Background: an optimization exercise with open tools, aiming at small area. Do not read the settings as production practice.
Only simulation tests tie the RTL to the original design; equivalence was not proved.
Power and IR drop assume default switching activity.

$ cat flow/run.sh
#!/bin/bash
# synth_recipe.tcl (not shown) runs the flow's synth.tcl, then flattens the netlist and writes it again
# the make line also repeats each setting of config.mk as NAME=value (left out here)
make -C /OpenROAD-flow-scripts/flow DESIGN_CONFIG=/design/flow/config.mk WORK_HOME=/design/flow/orfs CLKGATE_MAP_FILE= SYNTH_SCRIPT=/design/flow/synth_recipe.tcl finish
$ cat flow/config.mk
export PLATFORM = sky130hd
export DESIGN_NAME = datapath
export DESIGN_NICKNAME = datapath
export VERILOG_FILES = /design/flow/design.v
export SDC_FILE = /design/flow/constraint.sdc
export NUM_CORES = 4
export LEC_CHECK = 0
export CAP_MARGIN = 20
export CORE_MARGIN = 2
export CORE_UTILIZATION = 40
export SLEW_MARGIN = 20
$ cat flow/constraint.sdc
create_clock -name core_clock -period 20.0 [get_ports {Clk_sys}]
set_input_delay 4.0000 -clock core_clock [delete_from_list [all_inputs] [get_ports {Clk_sys}]]
set_output_delay 4.0000 -clock core_clock [all_outputs]
set_load 0.01 [all_outputs]
$ cat flow/design.v
module flip_flop(output reg Q, output Q_n, input D, input Clr, Clk, Enable, input CE);
	assign Q_n = ~Q;
	always @ (posedge Clk, negedge Clr)
		 if(!Clr) Q <= 1'b0;
		 else if(CE & Enable) Q <= D;
endmodule
module flip_flop_t(output reg Q, output Q_n, input T, input Clr, Clk, Enable, input CE, Rst_n);
	assign Q_n = ~Q;
	always @ (posedge Clk, negedge Rst_n)
		 if(!Rst_n) Q <= 1'b0;
		 else if(!Clr) Q <= 1'b0;
		 else if(CE & Enable & T) Q <= ~Q;
		 else Q <= Q;
endmodule
module register_2bits(output reg [1:0] Q, output [1:0] Q_n, input [1:0] D, input Clr, Clk, Enable, input CE, Rst_n);
	assign Q_n = ~Q;
	always @ (posedge Clk, negedge Rst_n)
		 if(!Rst_n) Q <= 2'b00;
		 else if(!Clr) Q <= 2'b00;
		 else if(CE & Enable) Q <= D;
endmodule
module register_13bits(output reg [12:0] Q, output [12:0] Q_n, input [12:0] D, input Clr, Clk, Enable, input CE, Rst_n);
	assign Q_n = ~Q;
	always @ (posedge Clk, negedge Rst_n)
		 if(!Rst_n) Q <= 13'b0000000000000;
		 else if(!Clr) Q <= 13'b0000000000000;
		 else if(CE & Enable) Q <= D;
endmodule
module counter_0_1(output reg COUNT, input IN_0, input LD, Up, Clr, Clk, Enable, input CE, Rst_n);
	always @ (posedge Clk, negedge Rst_n)
		if (~Rst_n) COUNT <= 1'b0;
		else if (~Clr) COUNT <= 1'b0;
		else if (CE & LD & Enable) begin
			COUNT <= IN_0;
		end
		else if (CE & Up & Enable) begin
			COUNT <= COUNT + 1'b1;
		end
endmodule
module counter_0_2(output reg [1:0] COUNT, input IN_1, IN_0, input LD, Up, Clr, Clk, Enable, input CE, Rst_n);
	always @ (posedge Clk, negedge Rst_n)
		if (~Rst_n) COUNT <= 2'b00;
		else if (~Clr) COUNT <= 2'b00;
		else if (CE & LD & Enable) begin
			COUNT[0] <= IN_0;
			COUNT[1] <= IN_1;
		end
		else if (CE & Up & Enable) begin
			if(COUNT==2'b10) COUNT <= 2'b00;
			else COUNT <= COUNT + 2'b01;
		end
endmodule
module counter_0_3(output reg [1:0] COUNT, input IN_1, IN_0, input LD, Up, Clr, Clk, Enable, input CE, Rst_n);
	always @ (posedge Clk, negedge Rst_n)
		if (~Rst_n) COUNT <= 2'b00;
		else if (~Clr) COUNT <= 2'b00;
		else if (CE & LD & Enable) begin
			COUNT[0] <= IN_0;
			COUNT[1] <= IN_1;
		end
		else if (CE & Up & Enable) begin
			if(COUNT==2'b11) COUNT <= 2'b00;
			else COUNT <= COUNT + 2'b01;
		end
endmodule
module counter_0_3_display(output reg [1:0] COUNT, input IN_1, IN_0, input LD, Up, Clr, Clk, Enable, input CE, Rst_n);
	always @ (posedge Clk, negedge Rst_n)
		if (~Rst_n) COUNT <= 2'b00;
		else if (~Clr) COUNT <= 2'b00;
		else if (CE & LD & Enable) begin
			COUNT[0] <= IN_0;
			COUNT[1] <= IN_1;
		end
		else if (CE & Up & Enable) begin
			if(COUNT==2'b11) COUNT <= 2'b00;
			else COUNT <= COUNT + 2'b01;
		end
endmodule
module counter_0_5(output reg [2:0] COUNT, input IN_2, IN_1, IN_0, input LD, Up, Clr, Clk, Enable, input CE, Rst_n);
	always @ (posedge Clk, negedge Rst_n)
		if (~Rst_n) COUNT <= 3'b000;
		else if (~Clr) COUNT <= 3'b000;
		else if (CE & LD & Enable) begin
			COUNT[0] <= IN_0;
			COUNT[1] <= IN_1;
			COUNT[2] <= IN_2;
		end
		else if (CE & Up & Enable) begin
			if(COUNT==3'b101) COUNT <= 3'b000;
			else COUNT <= COUNT + 3'b001;
		end
endmodule
module counter_0_6(output reg [2:0] COUNT, input IN_2, IN_1, IN_0, input LD, Up, Clr, Clk, Enable, input CE, Rst_n);
	always @ (posedge Clk, negedge Rst_n)
		if (~Rst_n) COUNT <= 3'b000;
		else if (~Clr) COUNT <= 3'b000;
		else if (CE & LD & Enable) begin
			COUNT[0] <= IN_0;
			COUNT[1] <= IN_1;
			COUNT[2] <= IN_2;
		end
		else if (CE & Up & Enable) begin
			if(COUNT==3'b110) COUNT <= 3'b000;
			else COUNT <= COUNT + 3'b001;
		end
endmodule
module counter_0_9(output reg [3:0] COUNT, input IN_3, IN_2, IN_1, IN_0, input LD, Up, Clr, Clk, Enable, input CE, Rst_n);
	always @ (posedge Clk, negedge Rst_n)
		if (~Rst_n) COUNT <= 4'b0000;
		else if (~Clr) COUNT <= 4'b0000;
		else if (CE & LD & Enable) begin
			COUNT[0] <= IN_0;
			COUNT[1] <= IN_1;
			COUNT[2] <= IN_2;
			COUNT[3] <= IN_3;
		end
		else if (CE & Up & Enable) begin
			if(COUNT==4'b1001) COUNT <= 4'b0000;
			else COUNT <= COUNT + 4'b0001;
		end
endmodule
module counter_0_23(output reg [4:0] COUNT, input IN_4, IN_3, IN_2, IN_1, IN_0, input LD, Up, Clr, Clk, Enable, input CE, Rst_n);
	always @ (posedge Clk, negedge Rst_n)
		if (~Rst_n) COUNT <= 5'b00000;
		else if (~Clr) COUNT <= 5'b00000;
		else if (CE & LD & Enable) begin
			COUNT[0] <= IN_0;
			COUNT[1] <= IN_1;
			COUNT[2] <= IN_2;
			COUNT[3] <= IN_3;
			COUNT[4] <= IN_4;
		end
		else if (CE & Up & Enable) begin
			if(COUNT==5'b10111) COUNT <= 5'b00000;
			else COUNT <= COUNT + 5'b00001;
		end
endmodule
module counter_16bits(output reg [15:0] COUNT, input Clr, Clk, CE, Rst_n);
	always @ (posedge Clk, negedge Rst_n)
		if (~Rst_n) COUNT <= 16'b0000000000000000;
		else if (~Clr) COUNT <= 16'b0000000000000000;
		else if (CE) COUNT <= COUNT + 16'b0000000000000001;
endmodule
module frequency_converter(output Y,input clock,input reset);
	reg elapsed;
	reg [25:0] state;
	always @(posedge clock, negedge reset)
		if (reset == 0) state <= 0;
		else if (state == 7) state <= 0;
		else state <= state + 1;
	always @(state)
		if (state == 7) elapsed = 1;
		else elapsed = 0;
	assign Y = elapsed;
endmodule
module frequency_converter_display(output Y,input clock,input reset, input CE);
	reg elapsed;
	reg [25:0] state;
	always @(posedge clock, negedge reset)
		if (reset == 0) state <= 0;
		else if (~CE) state <= state;
		else if (state == 250) state <= 0;
		else state <= state + 1;
	always @(state)
		if (state == 250) elapsed = 1;
		else elapsed = 0;
	assign Y = elapsed;
endmodule
module decoder_4bits(output reg [3:0] Y, input [1:0] S, input enable);
	always @ (S, enable)
		begin		
			if(enable)
				case(S)
					2'b00: Y = 4'b0001;
					2'b01: Y = 4'b0010;
					2'b10: Y = 4'b0100;
					2'b11: Y = 4'b1000;
				endcase
			else
				Y = 4'b0000;
		end
endmodule
module decoder_8bits(output reg [7:0] Y, input [2:0] S, input enable);
	always @ (S, enable)
		begin		
			if(enable)
				case(S)
					3'b000: Y = 8'b00000001;
					3'b001: Y = 8'b00000010;
					3'b010: Y = 8'b00000100;
					3'b011: Y = 8'b00001000;
					3'b100: Y = 8'b00010000;
					3'b101: Y = 8'b00100000;
					3'b110: Y = 8'b01000000;
					3'b111: Y = 8'b10000000;
				endcase
			else
				Y = 8'b00000000;
		end
endmodule
module hour_decoder(output reg A, AM_PM, output reg [3:0] B, input [4:0] H);
	always @ (H)
		begin
			A <= (~H[4] & ~H[3] & ~H[2] & ~H[1] & ~H[0]) | (H[3] & ~H[2] & H[1]) | (H[4] & H[2] & H[1]) | (H[3] & H[2] & ~H[1] & ~H[0]);
			B[3] <= (H[3] & ~H[2] & ~H[1]) | (H[4] & H[2] & ~H[1]);
			B[2] <= (H[4] & ~H[2]) | (~H[4] & ~H[3] & H[2]);
			B[1] <= (~H[4] & ~H[3] & ~H[2] & ~H[1] & ~H[0]) | (~H[3] & ~H[2] & H[1]) | (~H[4] & H[2] & H[1]) + (H[3] & H[2] & ~H[1] & ~H[0]);
			B[0] <= H[0];
			AM_PM <= (~H[4] & ~H[3]) | (~H[4] & ~H[2]);
		end
endmodule
module segment_7_dec (output reg [6:0] display, input [3:0] bcd, input enable);
always @* begin
	if(enable) begin
  		case(bcd)
  		4'b0000: display = 7'b1111110;
  		4'b0001: display = 7'b0110000;
  		4'b0010: display = 7'b1101101;
  		4'b0011: display = 7'b1111001;
  		4'b0100: display = 7'b0110011;
  		4'b0101: display = 7'b1011011;
  		4'b0110: display = 7'b1011111;
  		4'b0111: display = 7'b1110000;
  		4'b1000: display = 7'b1111111;
  		4'b1001: display = 7'b1111011;
  		4'b1010: display = 7'b1110111;
  		4'b1011: display = 7'b0011111;
  		4'b1100: display = 7'b1001110;
  		4'b1101: display = 7'b0111101;
  		4'b1110: display = 7'b1001111;
  		4'b1111: display = 7'b1000111;
  		default: display = 7'b0000000; 
  		endcase
  	end
  	else display = 7'b0000000;
end
endmodule
module mux_2x1_12bits(output reg [11:0] Y, input S, input [11:0] I1, I0);
	always @ (S, I1, I0)
		if(S) Y = I1;
		else Y = I0;
endmodule
module mux_2x1_13bits(output reg [12:0] Y, input S, input [12:0] I1, I0);
	always @ (S, I1, I0)
		if(S) Y = I1;
		else Y = I0;
endmodule
module mux_2x1_16bits(output reg [15:0] Y, input S, input [15:0] I1, I0);
	always @ (S, I1, I0)
		if(S) Y = I1;
		else Y = I0;
endmodule
module mux_4x1_7bits(output reg[6:0] Y, input[1:0] S, input[6:0] I3, I2, I1, I0);
	always @ (S, I3, I2, I1, I0)
		if(S[1] && S[0]) Y = I3;
		else if(S[1]) Y = I2;
		else if(S[0]) Y = I1;
		else Y = I0;
endmodule
module mux_4x1_8bits(output reg[7:0] Y, input[1:0] S, input[7:0] I3, I2, I1, I0);
	always @ (S, I3, I2, I1, I0)
		if(S[1] && S[0]) Y = I3;
		else if(S[1]) Y = I2;
		else if(S[0]) Y = I1;
		else Y = I0;
endmodule
module mux_4x1_13bits(output reg[12:0] Y, input[1:0] S, input[12:0] I3, I2, I1, I0);
	always @ (S, I3, I2, I1, I0)
		if(S[1] && S[0]) Y = I3;
		else if(S[1]) Y = I2;
		else if(S[0]) Y = I1;
		else Y = I0;
endmodule
module mux_8x1_13bits(output [12:0] Y, input [2:0] S, input[12:0] I7, I6, I5, I4, I3, I2, I1, I0);
	wire [1:0] S_2;
	assign S_2[1] = S[1];
	assign S_2[0] = S[0];
	wire [12:0] A1;
	wire [12:0] A2;
	mux_4x1_13bits mux1 (A1, S_2, I3, I2, I1, I0);
	mux_4x1_13bits mux2 (A2, S_2, I7, I6, I5, I4);
	mux_2x1_13bits mux3 (Y, S[2], A2, A1);
endmodule
module comparator_13bits(output reg EQ, input wire [12:0] A, input wire [12:0] B);
	always @* begin
    	if (A==B) begin
        	EQ <= 1'b1;
    	end
      	else begin
        	EQ <= 1'b0;
      	end
    end
endmodule
module comparators_module( output AA, input [2:0] CD, input [12:0] CT, Q_r6, Q_r5, Q_r4, Q_r3, Q_r2, Q_r1, Q_r0);
	wire [12:0] mux_out;
	mux_8x1_13bits mux1 (mux_out, CD, Q_r6, Q_r6, Q_r5, Q_r4, Q_r3, Q_r2, Q_r1, Q_r0);			
	comparator_13bits comp1 (AA, CT, mux_out);
endmodule
module blinker(output reg B1, output reg [2:0] E, input [1:0] CW, CW1, S, input BLINK);
	always @* begin
		B1 <= (S[1] & S[0]) & ~CW[1];
		E[2] <= (S[1] & BLINK) & ((~S[0]) & CW1[1] & (~CW1[0]) | (S[0] & (~CW[1]) & (~CW[0])));
		E[1] <= (BLINK | (~S[1]) | S[0] | CW1[1] | (~CW1[0])) & (BLINK | (~S[1]) | (~S[0]) | CW[1] | (~CW[0])) & (BLINK + (~S[1]) | (~S[0]) | (~CW[1]) | (~CW[0]));
		E[0] <= (BLINK | (~S[1]) | S[0] | CW1[1] | (CW1[0])) & ((~S[1]) | (~S[0]) | CW[1] | (~CW[0])) &  ((~S[1]) | (~S[0]) | CW[1] | CW[0]) & (BLINK + (~S[1]) | (~S[0]) | (~CW[1]) | CW[0]);
	end
endmodule
module control_unit_1(output reg LD_DAY_TIME, LD_O_F, SS0, INCR, UPC, Clear, SS1, Load, Clear_St, Load_SS, input Next, SetTime, Up, SetAlarm, Count, SetDay, AlarmSet, Clk, Reset, CE);
	wire A, A_neg, B, B_neg, C, C_neg, D, D_neg;
	supply1 Vcc;
	reg Da, Db, Dc, Dd;
	flip_flop flipflopA (A, A_neg, Da, Reset, Clk, Vcc, CE);
	flip_flop flipflopB (B, B_neg, Db, Reset, Clk, Vcc, CE);
	flip_flop flipflopC (C, C_neg, Dc, Reset, Clk, Vcc, CE);
	flip_flop flipflopD (D, D_neg, Dd, Reset, Clk, Vcc, CE);
	always @* begin
		Da <= (A_neg & B_neg & D) | (~Next & ~Count & A_neg & C & D_neg) | ((A & B & C_neg) & (Up | (~Up & AlarmSet & SetDay)) | (SetAlarm & A & B & D) | (A & B & C_neg & D) | (Up & A_neg & B & C_neg & D_neg));
		Db = (A_neg & ((~SetTime) | B | D_neg)) | (A & (B_neg | (C_neg & ( Up | ((~Up)&(~AlarmSet)) | ((~Up)& (~SetDay) & AlarmSet) | D))));
		Dc <= (A_neg & C_neg & Next) | ((A_neg & C)&(Next | (~Next) & (~Count))) | (A_neg & B_neg & D) | (A_neg & C & D);
		Dd <= (A_neg & B_neg & D) | (A_neg & B & C_neg & Next) | (A & B & C) | (A_neg & B & C_neg & D_neg);
		SS0 <= A & B_neg & C_neg & D;
		SS1 <= (A & B_neg & D) | (A_neg & B_neg & C_neg & D_neg);
		INCR <= A & B & C_neg & D;
		Clear <= A_neg & B_neg & C_neg & D_neg;
		UPC <= A_neg & B & C & D;
		Load <= A & B & C & D_neg;
		LD_DAY_TIME <= A & B_neg & C & D;
		Clear_St <= A & B & C & D;
		Load_SS <= (A_neg & B_neg & C_neg & D_neg) | (A_neg & B_neg & C_neg & D) | (A & B_neg & D);
		LD_O_F <= A & B_neg & C_neg;
	end
endmodule
module control_unit_2(output reg EN_SNZ, EN_STOP, Sound, input C0, CS0, AA, Snooze, Stop, Mute, Clk, Reset, CE);
	wire A, A_neg, B, B_neg, C, C_neg;
	supply1 Vcc;
	reg Da, Db, Dc;
	flip_flop flipflopA (A, A_neg, Da, Reset, Clk, Vcc, CE);
	flip_flop flipflopB (B, B_neg, Db, Reset, Clk, Vcc, CE);
	flip_flop flipflopC (C, C_neg, Dc, Reset, Clk, Vcc, CE);
	always @* begin
		Da <= (~Stop & C) | (Snooze & A & B) | (~CS0 & A & B_neg) | (A & C);
		Db <= (~C0 & A_neg & B) | (A_neg & C);
		Dc <= (~Mute & AA & A_neg & B_neg & C_neg) | (CS0 & A & C_neg) | (A & B);
		Sound <= (A_neg & B_neg & C) | (A & B & C_neg);
		EN_SNZ <= A & B_neg & C;
		EN_STOP <= A_neg & B_neg & C;
	end
endmodule
module circuit(output [1:0] CW1, CW, S, output reg AlarmSet, SetDay, CS0, C0, LD_R, LD_CT, LD_TIME, Count, TOF, ID, IH, IM , input Load, CClr, UPC, SS0, SS1, Load_SS, INCR, EN_SNZ, EN_STOP, Clk, CE, Rst_n);
	supply1 Vcc;
	supply0 Gnd;
	wire [1:0] S_neg;
	wire [15:0] clock_out;
	wire [15:0] clock_out_2;
	wire and_out_1;
	wire and_out_2;
	and (and_out_1, clock_out[15],clock_out[14],clock_out[13],~clock_out[12],clock_out[11],~clock_out[10],clock_out[9],~clock_out[8],~clock_out[7],clock_out[6],clock_out[5],~clock_out[4], ~clock_out[3], ~clock_out[2], ~clock_out[1], ~clock_out[0]);
	and (and_out_2, clock_out_2[9], clock_out_2[8], clock_out_2[7], clock_out_2[6], clock_out_2[5], (~clock_out_2[4]), clock_out_2[3], (~clock_out_2[2]), (~clock_out_2[1]), (~clock_out_2[0]));
	wire [1:0] reg_out;
	register_2bits reg_SS (reg_out, S_neg, {SS1,SS0}, Vcc, Clk , Load_SS, CE, Rst_n);	
	assign S = reg_out;
	counter_0_3 counter_SA (CW, Gnd, Gnd, Gnd, Vcc, (~CClr), Clk, (UPC & S[1] & S[0]), CE, Rst_n);
	counter_0_2 counter_ST (CW1, Gnd, Gnd, Gnd, Vcc, (~CClr), Clk, (UPC & S[1] & (~S[0])), CE, Rst_n);
	counter_16bits counter_snz (clock_out, (~(EN_SNZ | CClr)) , Clk, CE, Rst_n);
	counter_16bits counter_stop (clock_out_2, (~(EN_STOP | CClr)), Clk, CE, Rst_n);
	always @* begin
		CS0 <= clock_out[10];
		C0 <= clock_out_2[9];
		SetDay <= S[1] & S[0] & ~CW[1] & ~CW[0];
		TOF <= S[1] & S[0] & ~CW[1] & CW[0] & INCR;
		ID <= (S[1] & INCR) & ((~S[0] & CW1[1] & ~CW1[0]) | (S[0] & ~CW[1] & ~CW[0]));
		IH <= (S[1] & INCR) & ((~S[0] & ~CW1[1] & CW1[0]) | (S[0] & CW[1] & CW[0]));
		IM <= (S[1] & INCR) & ((~S[0] & ~CW1[1] & ~CW1[0]) | (S[0] & CW[1] & ~CW[0]));
		Count <= (CW1[1] | CW1[0] | CW[1] | CW[0]);
		LD_R <= (S[1] & S[0] & Load);
		LD_CT <= (S[1] & ~S[0] & Load);
		AlarmSet <= (S[1] & S[0]);
		LD_TIME <= (S[1] & S[0] & UPC & ~CW[1] & CW[0]);
	end
endmodule
module registers_module(output [12:0] Q_r6, Q_r5, Q_r4, Q_r3, Q_r2, Q_r1, Q_r0, input [2:0] STO, input [12:0] data, input Clr, Clk, LD_R, input CE, Rst_n);
		supply1 Vcc;
		wire [7:0] RE;
		decoder_8bits decoder (RE, STO, Vcc);
		wire [12:0] Q_nr0;
		register_13bits r0 (Q_r0, Q_nr0, data, ~Clr, Clk, LD_R & RE[0], CE, Rst_n);
		wire [12:0] Q_nr1;
		register_13bits r1 (Q_r1, Q_nr1, data, ~Clr, Clk, LD_R & RE[1], CE, Rst_n);
		wire [12:0] Q_nr2;
		register_13bits r2 (Q_r2, Q_nr2, data, ~Clr, Clk, LD_R & RE[2], CE, Rst_n);
		wire [12:0] Q_nr3;
		register_13bits r3 (Q_r3, Q_nr3, data, ~Clr, Clk, LD_R & RE[3], CE, Rst_n);
		wire [12:0] Q_nr4;
		register_13bits r4 (Q_r4, Q_nr4, data, ~Clr, Clk, LD_R & RE[4], CE, Rst_n);
		wire [12:0] Q_nr5;
		register_13bits r5 (Q_r5, Q_nr5, data, ~Clr, Clk, LD_R & RE[5], CE, Rst_n);
		wire [12:0] Q_nr6;
		register_13bits r6 (Q_r6, Q_nr6, data, ~Clr, Clk, LD_R & RE[6], CE, Rst_n);
endmodule
module current_time_module(output [14:0] CTO, input [14:0] CTI, input LD_CT, Clr_CT, Clk, EN_CT, input CE, Rst_n);
	supply1 Vcc;
	wire [15:0] clock_out;
	wire and_out_1;
	and (and_out_1, clock_out[9], clock_out[8], clock_out[7], clock_out[6], clock_out[5], (~clock_out[4]), clock_out[3], (~clock_out[2]), (~clock_out[1]), (~clock_out[0]));
	wire and_out_1_temp;
	and (and_out_1_temp, clock_out[9], clock_out[8], clock_out[7], clock_out[6], clock_out[5], (~clock_out[4]), ~clock_out[3], clock_out[2], clock_out[1], clock_out[0]);
	wire count_16_clr;
	or(count_16_clr, LD_CT, Clr_CT, and_out_1);
	counter_16bits clock (clock_out, ~count_16_clr, Clk, CE, Rst_n);
	wire or_clk_1;
	or (or_clk_1, and_out_1_temp, LD_CT);
	wire [3:0] min_out_1;
	counter_0_9 min_1 (min_out_1, CTI[3], CTI[2], CTI[1], CTI[0], LD_CT, Vcc, ~Clr_CT, Clk, or_clk_1, CE, Rst_n);
	wire and_out_2;
	wire min_out_1_neg_3, min_out_1_neg_2, min_out_1_neg_1, min_out_1_neg_0;
	not (min_out_1_neg_3, min_out_1[3]);
	not (min_out_1_neg_2, min_out_1[2]);
	not (min_out_1_neg_1, min_out_1[1]);
	not (min_out_1_neg_0, min_out_1[0]);
	and (and_out_2, min_out_1[3], min_out_1_neg_2, min_out_1_neg_1, min_out_1[0], and_out_1_temp);
	wire or_clk_2;
	or (or_clk_2, and_out_2, LD_CT);
	wire [2:0] min_out_2;
	counter_0_5 min_2 (min_out_2, CTI[6], CTI[5], CTI[4], LD_CT, Vcc, ~Clr_CT, Clk, or_clk_2, CE, Rst_n);
	wire and_out_3;
	wire min_out_2_neg_2, min_out_2_neg_1, min_out_2_neg_0;
	not (min_out_2_neg_2, min_out_2[2]);
	not (min_out_2_neg_1, min_out_2[1]);
	not (min_out_2_neg_0, min_out_2[0]);
	and (and_out_3, min_out_2[2], min_out_2_neg_1, min_out_2[0], and_out_2);
	wire or_clk_3;
	or (or_clk_3, and_out_3, LD_CT);
	wire [4:0] hour_out;
	counter_0_23 hour (hour_out, CTI[11], CTI[10], CTI[9], CTI[8], CTI[7], LD_CT, Vcc, ~Clr_CT, Clk, or_clk_3, CE, Rst_n);
	wire and_out_4;
	wire hour_out_neg_4, hour_out_neg_3, hour_out_neg_2, hour_out_neg_1, hour_out_neg_0;
	not (hour_out_neg_4, hour_out[4]);
	not (hour_out_neg_3, hour_out[3]);
	not (hour_out_neg_2, hour_out[2]);
	not (hour_out_neg_1, hour_out[1]);
	not (hour_out_neg_0, hour_out[0]);
	and (and_out_4, hour_out[4], hour_out_neg_3,hour_out[2], hour_out[1], hour_out[0], and_out_3);
	wire or_clk_4;
	or (or_clk_4, and_out_4, LD_CT);
	wire [2:0] days_out;
	counter_0_6 days (days_out, CTI[14], CTI[13], CTI[12], LD_CT, Vcc, ~Clr_CT, Clk, or_clk_4, CE, Rst_n);
	assign CTO[0] = min_out_1[0];
	assign CTO[1] = min_out_1[1];
	assign CTO[2] = min_out_1[2];
	assign CTO[3] = min_out_1[3];
	assign CTO[4] = min_out_2[0];
	assign CTO[5] = min_out_2[1];
	assign CTO[6] = min_out_2[2];
	assign CTO[7] = hour_out[0];
	assign CTO[8] = hour_out[1];
	assign CTO[9] = hour_out[2];
	assign CTO[10] = hour_out[3];
	assign CTO[11] = hour_out[4];
	assign CTO[12] = days_out[0];
	assign CTO[13] = days_out[1];
	assign CTO[14] = days_out[2];	
endmodule
module set_time_module(output [15:0] STO, input [14:0] CTI, input [12:0] Q_r6, Q_r5, Q_r4, Q_r3, Q_r2, Q_r1, Q_r0, input CLEAR, TOF, S0, LD_ID, CLEAR_ST, LD_DAY, LD_TIME, EN_ST, IH, IM, LD_O_F, Clk, input CE, Rst_n);
	wire [12:0] mux_out;
	mux_8x1_13bits mux1 (mux_out, STO[14:12], Q_r6, Q_r6, Q_r5, Q_r4, Q_r3, Q_r2, Q_r1, Q_r0);
	wire [11:0] mux_2_out;
	mux_2x1_12bits mux2 (mux_2_out, S0, mux_out[11:0], CTI[11:0]);
	supply1 Vcc;
	wire on_off_out;
	counter_0_1 counter_on_off(on_off_out, mux_out[12],  LD_O_F, Vcc, (~CLEAR), Clk, (LD_O_F | TOF), CE, Rst_n);
	assign STO[15] = on_off_out;
	wire or_t_d;
	or (or_t_d, LD_TIME, LD_DAY);
	wire or_clear_clr_st;
	or (or_clear_clr_st, CLEAR, CLEAR_ST);
	wire or_clk_1;
	or (or_clk_1, or_t_d, IM);
	wire [3:0] min_out_1;
	counter_0_9 min_1 (min_out_1, mux_2_out[3], mux_2_out[2], mux_2_out[1], mux_2_out[0], or_t_d, Vcc, (~or_clear_clr_st), Clk, or_clk_1, CE, Rst_n);
	assign STO[3:0] = min_out_1[3:0];
	wire and_out_2;
	wire min_out_1_neg_3, min_out_1_neg_2, min_out_1_neg_1, min_out_1_neg_0;
	not (min_out_1_neg_3, min_out_1[3]);
	not (min_out_1_neg_2, min_out_1[2]);
	not (min_out_1_neg_1, min_out_1[1]);
	not (min_out_1_neg_0, min_out_1[0]);
	and (and_out_2, min_out_1[3], min_out_1_neg_2, min_out_1_neg_1, min_out_1[0], IM);
	wire or_clk_2;
	or (or_clk_2, or_t_d, and_out_2);
	wire [2:0] min_out_2;
	counter_0_5 min_2 (min_out_2, mux_2_out[6], mux_2_out[5], mux_2_out[4], or_t_d, Vcc, (~or_clear_clr_st), Clk, or_clk_2, CE, Rst_n);
	assign STO[6:4] = min_out_2[2:0];
	wire clock_hour;
	or (clock_hour, or_t_d, IH);
	wire [4:0] hour_out;
	counter_0_23 hour (hour_out, mux_2_out[11], mux_2_out[10], mux_2_out[9], mux_2_out[8], mux_2_out[7], or_t_d, Vcc, (~or_clear_clr_st), Clk, clock_hour, CE, Rst_n);
	assign STO[11:7] = hour_out[4:0];
	wire clock_day;
	or (clock_day, LD_ID, LD_DAY);
	wire [2:0] days_out;
	counter_0_6 days (days_out, CTI[14], CTI[13], CTI[12], LD_DAY, Vcc,  (~or_clear_clr_st), Clk, clock_day, CE, Rst_n);
	assign STO[14:12] = days_out[2:0];
endmodule
module display_module(output [6:0] out3, out2, out1, out0, days, output AM, PM, DBlink, input [1:0] S, CW, CW1, input [14:0] CT, input [15:0] ST,  input Clr, Clk, CE, Rst_n);
	supply1 Vcc;
	wire conv_out;
	frequency_converter_display conv (conv_out, Clk, Rst_n, CE);
	wire BLINK, toogle_out_neg;
	flip_flop_t toggle(BLINK, toogle_out_neg, conv_out, (~Clr), Clk, Vcc, CE, Rst_n);
	wire B1;
	wire [2:0] E;
	blinker blink(B1, E, CW, CW1, S, BLINK);
	assign DBlink = E[2];
	wire [15:0] mux_out;
	mux_2x1_16bits mux1 (mux_out, S[1], ST, {CT[14],CT});		
	wire [7:0] DEC_OUT;
	decoder_8bits decoder (DEC_OUT, mux_out[14:12], Vcc);
	assign days = DEC_OUT[6:0];	
	wire A, AM_PM;
	wire [3:0] B;
	hour_decoder hour_dec(A, AM_PM, B, mux_out[11:7]);
	assign AM = AM_PM;
	assign PM = ~AM_PM;
	wire [6:0] out_1_temp;
	segment_7_dec segment_7_1 (out_1_temp, {1'b0, mux_out[6:4]}, E[0]);
	assign out1 = out_1_temp;
	wire [6:0] out_0_temp;
	segment_7_dec segment_7_0 (out_0_temp, mux_out[3:0], E[0]);
	assign out0 = out_0_temp;
	wire [7:0] activate, deactivate;
	assign activate = 8'b10101100;
	assign deactivate = 8'b11011110;
	wire [7:0] mux_hours_out;
	mux_4x1_8bits mux_hour (mux_hours_out, {B1, mux_out[15]}, activate, deactivate, {3'b000, A, B[3:0]}, {3'b000, A, B[3:0]});
	wire [6:0] out_3_temp;
	segment_7_dec segment_7_3 (out_3_temp, mux_hours_out[7:4], E[1]);
	assign out3 = out_3_temp;
	wire [6:0] out_2_temp;
	segment_7_dec segment_7_2 (out_2_temp, mux_hours_out[3:0], E[1]);
	assign out2 = out_2_temp;
endmodule
module datapath(output [6:0] display, days, output [3:0] segment, output am, pm, dblink, Sound, Vcc_out, input Next, Up, SetTime, SetAlarm, Snooze, Stop, Mute, Clr, Clk_sys);
	supply1 Vcc;
	supply0 Gnd;
	assign Vcc_out = Vcc;
	wire Clk, tick;
	assign Clk = Clk_sys;
	frequency_converter conv (tick, Clk_sys, Clr);
	wire [6:0] hours1, hours0, mins1, mins0;
	wire LD_DAY_TIME, LD_O_F, SS0, INCR, UPC, Clear, SS1, Load, Clear_St, Load_SS;
	wire Count, SetDay, AlarmSet;
	control_unit_1 cu1(LD_DAY_TIME, LD_O_F, SS0, INCR, UPC, Clear, SS1, Load, Clear_St, Load_SS, Next, SetTime, Up, SetAlarm, Count, SetDay, AlarmSet, Clk, Clr, tick);
	wire EN_SNZ, EN_STOP;
	wire C0, CS0, AA;
	control_unit_2 cu2(EN_SNZ, EN_STOP, Sound, C0, CS0, AA, Snooze, Stop, Mute, Clk, Clr, tick);
	wire [1:0] CW1, CW, S;
	wire LD_R, LD_CT, LD_TIME, TOF, ID, IH, IM;
	circuit cir (CW1, CW, S, AlarmSet, SetDay, CS0, C0, LD_R, LD_CT, LD_TIME, Count, TOF, ID, IH, IM, Load, Clear, UPC, SS0, SS1, Load_SS, INCR, EN_SNZ, EN_STOP, Clk, tick, Clr);
	wire [12:0] Q_r0, Q_r1, Q_r2, Q_r3, Q_r4, Q_r5, Q_r6;
	wire [15:0] STO;
	registers_module reg_module (Q_r6, Q_r5, Q_r4, Q_r3, Q_r2, Q_r1, Q_r0, STO[14:12], {STO[15], STO[11:0]}, Clear, Clk, LD_R, tick, Clr);	
	wire [14:0] CTO;
	comparators_module comp_module (AA, CTO[14:12], {1'b1,CTO[11:0]} , Q_r6, Q_r5, Q_r4, Q_r3, Q_r2, Q_r1, Q_r0);
	current_time_module ct_module (CTO, STO[14:0], LD_CT, Clear, Clk, Vcc, tick, Clr);	
	supply1 EN_ST;
	set_time_module set_time(STO, CTO, Q_r6, Q_r5, Q_r4, Q_r3, Q_r2, Q_r1, Q_r0, Clear, TOF, S[0], ID, Clear_St, LD_DAY_TIME, LD_TIME, EN_ST, IH, IM, LD_O_F, Clk, tick, Clr);
	wire [6:0] days_temp;
	display_module display_mod(hours1, hours0, mins1, mins0, days_temp, am, pm, dblink, S, CW, CW1, CTO, STO, Clear, Clk, tick, Clr);
	assign days[0] =  days_temp[0] & (~dblink);
	assign days[1] =  days_temp[1] & (~dblink);
	assign days[2] =  days_temp[2] & (~dblink);
	assign days[3] =  days_temp[3] & (~dblink);
	assign days[4] =  days_temp[4] & (~dblink);
	assign days[5] =  days_temp[5] & (~dblink);
	assign days[6] =  days_temp[6] & (~dblink);
	wire[1:0] count_out;
	counter_0_3_display counter (count_out, Vcc, Vcc, Gnd, Vcc, Vcc, Clk, Vcc, tick, Clr);
	wire[3:0] dec_out;
	decoder_4bits dec_display(dec_out, count_out, Vcc);
	assign segment = ~dec_out;
	wire[6:0] mux_display_o;
	mux_4x1_7bits mux_display(mux_display_o, count_out, hours1, hours0, mins1, mins0);
	assign display = ~mux_display_o;
endmodule
==> results_dict.tcl <==
set metrics [dict create \
    power_mw 1.70 \
    die_x_um 192 \
    grt_max_degree 90 \
    drc 0 \
    port_buffers 30 \
    drive_gt1_frac 0.0869 \
    cap_viol_max_count 0 \
    crit_path_max_incr_delay_ns 0.50 \
    ys.flop_type "dfrtp_1" \
    yosys.area.top_type "dfrtp_1" \
    final_cells 1963 \
    power.density_nw_per_um2 109 \
    cp-start-kind "flip-flop" \
    clock_skew_ns 0.0137 \
    tns_ns 0 \
    avgSynthCellArea_um2 9.23 \
    worstMarginPinSlew_ns 1.11 \
    h-tree-depth 1 \
    max-slew-margin-rel 0.257 \
    start_util 0.408 \
    crit_arrival_ns 4.33 \
    status "complete, no violations" \
    synth_edf_count 0 \
    synth_seq_area_share 0.391 \
    period_share 0.416 \
    synth_fp_nets 1574 \
    clk_pin_slew_ns 0.06 \
    ctsResizeCount 0 \
    vias 11400 \
    synth_cell_type_count 76 \
    numCtsBuffers 25 \
    drt_pass1_iterations 6 \
    netlist_instances 1531 \
    synth_top_area_frac 0.391 \
    grt_pass1_vias 10700 \
    place.gp.congestion 0.861 \
    cts_tree "built" \
    fp.coreArea_um2 34600 \
    cts_root_buffer "clkbuf_16" \
    grt_pass1_wl_mm 60.5 \
    synthTopCellsByArea "dfrtp_1 (39%), mux2i_1 (11%), nor2_1 (5.4%)" \
    cts_setup_buffers 0 \
    synth.cell_area_um2 14100 \
    synth_most_common_cell "dfrtp_1" \
    io_pins 32 \
    rows 68 \
    yosysWarnings 30 \
    finish.utilization 0.449 \
    clock_latency_ns 0.54 \
    postRouteAntennaNets 0 \
    final_nets 1534 \
    grt_overflow 0 \
    dr.first_iter.drc_count 1048 \
    vdd.ir_drop.worst_mv 0.0677 \
    setup_viol 0 \
    clkSinkCount 221 \
    crit_path_cell_trace "buf_4, mux2_2, nor2_1, nand2_1, a21oi_1, a31oi_1, mux2_2, ha_1, nor2_1, a31oi_1, o21ai_0, a2111oi_0, o41ai_1, clkdlybuf4s50_1" \
    ctsHoldBuffers 0 \
    area_growth_pct 9.94 \
    routedWlPerCell_um 19.2 \
    cp_max_fo 45 \
    slew_viol_final 0 \
    die_area_um2 36800 \
    grt_usage 0.207 \
    placedCellCount 1918 \
    crit_type "flip-flop to output pin" \
    max_freq_mhz 120 \
    max-clock-path-buffers 3 \
    crit_required_ns 16.00 \
    setup_slack_ns 11.67 \
    synth_top_cells_by_count "dfrtp_1 (221), nor2_1 (202), mux2i_1 (159), nand2_1 (117), clkbuf_1 (79)" \
    synthArstFlopShare 1.00 \
    antenna_found_initial 0 \
    hold_viol_final 0 \
    end_kind "output pin" \
    synth-seq-cells 221 \
    num_antenna_cells 0 \
    fp.dieH_um 192 \
    viasPerCell 5.79 \
    period_minus_slack_ns 8.33 \
    cpMaxStageDelayCell "clkdlybuf4s50_1" \
    hold_class "flip-flop to flip-flop" \
    hpwl_mm 24.4 \
    rsz0062_at_grt "no" \
    drt_wl_total_mm 37.7 \
    pre_cts_slack_ns 12.26 \
    p_leak_nw 7.11 \
]
[metrics by stage]
step | hold slack (ns) | instance area [um2]
after global placement | 0.467 | 14700
after detailed placement | 0.465 | 14700
after global routing | 0.504 | 15500
after floorplan | 0.437 | 14100
after CTS | 0.479 | 15500
final | 0.474 | 15500
[where the power goes]
group,internal (mW),switching [mW]
sequential,0.495,0.125
clock,0.280,0.187
combinational,0.244,0.370
total,1.02,0.682
[sequential cells by signal, indices dropped and copies added, names as in the netlist, 11 cells and up]
register                cells
conv.state                 26
display_mod.conv.state     26
reg_module.r0.Q            13
reg_module.r1.Q            13
reg_module.r2.Q            13
reg_module.r3.Q            13
reg_module.r4.Q            13
reg_module.r5.Q            13
reg_module.r6.Q            13
cir.counter_snz.COUNT      11
[worst paths after layout]
kind / slack, ns / cells after the start / endpoint / start
max reg2reg: 16.60 / 6 / set_time.min_2.COUNT[0] / cu1.flipflopB.Q
max: 11.67 / 14 / display[3] / cir.reg_SS.Q[1]
min: 0.47 / 1 / conv.state[25] / conv.state[25]
min in group asynchronous: 3.49 / 1 / conv.state[7] / Clr
max in group asynchronous: 15.26 / 2 / cir.reg_SS.Q[1] / Clr
min reg2reg: 0.47 / 1 / conv.state[25] / conv.state[25]
[critical path, delay by kind of cell (launching register included)]
family                   cells  cell delay (ns)
flip-flops                   1             0.34
buffers and inverters        2             0.95
multiplexers                 2             0.81
adder cells (fa/ha/maj)      1             0.32
AO/OA/AOI/OAI                6             1.01
AND/OR/NAND/NOR              3             0.34
[kinds of logic (layout without fill, tap and decap cells)]
family / after synthesis / after routing / share of synthesized area
compound gates: 276 / 276 / 0.122
flops: 221 / 221 / 0.391
xor+xnor: 77 / 77 / 0.0477
other cells: 1 / 1 / 0.000265
buf+inv: 158 / 135 / 0.0456
fa+ha+maj: 34 / 34 / 0.0301
mux: 208 / 208 / 0.169
simple gates: 556 / 556 / 0.193
[per-layer routing]
metal / up-vias / wire (um) / GRT usage / part of all wire
met3: 64 / 1890 / 0.0338 / 0.050
met1: 5567 / 17700 / 0.290 / 0.47
li1: 5411 / - / - / -
met5: - / 0 / 0 / 0
met2: 314 / 17200 / 0.330 / 0.46
met4: 0 / 968 / 0.0592 / 0.026
[cell type report]
class / instances / area, um2
fillers: 3293 / 19100
flip-flops and latches: 221 / 5530
repair buffers: 50 / 467
clock inverters: 8 / 96.3
inverters: 41 / 154
multi-input cells: 1152 / 7980
clock buffers: 36 / 737
well taps: 455 / 569
[cells in the final DEF (no fill, tap or decap), types with 9 or more instances in the layout]
master           count
mux2_2              27
buf_4               18
xor2_1              33
nor2b_1              9
nand4_1             31
mux2i_1            159
clkdlybuf4s50_1     29
o211ai_1            20
mux4_2              22
o31ai_1             17
a211oi_1            22
o21ai_0             78
nand2_1            117
dfrtp_1            218
clkbuf_16           25
a21oi_1             69
nor4_1              17
nand3_1             42
nor2_1             202
xnor2_1             44
nand2b_1            15
and3_1              23
nor3_1              35
a31oi_1             19
inv_1               41
ha_1                34

## afterwards: timing with drivers on the ports
Ports are ideal in the flow. The routed layout listed here was re-timed in OpenROAD. Step 1 sets driving cells, clkbuf_16 on the clock port and buf_2 on the other inputs (assumed; they add their load-dependent delay and slew). Step 2 times the ports against the registers' clock, not the clock port: input delays grow and output delays shrink by t, the midpoint of the rising clock arrivals with the driver on. Slacks: ideal ports / drivers / drivers and shift; pairs: ideal ports / drivers.
shift t [ns]: 0.583
slack for setup (ns): 11.673 / 11.622 / 12.205
hold slack, ns: 0.474 / 0.474 / 0.474
worst setup path after step 2: register to output
cell pins on the clock port's net: 1
After both steps setup and hold are still met in this run. For this run, drivers alone change the setup slack by -0.051 ns; drivers and shift together by +0.532 ns.
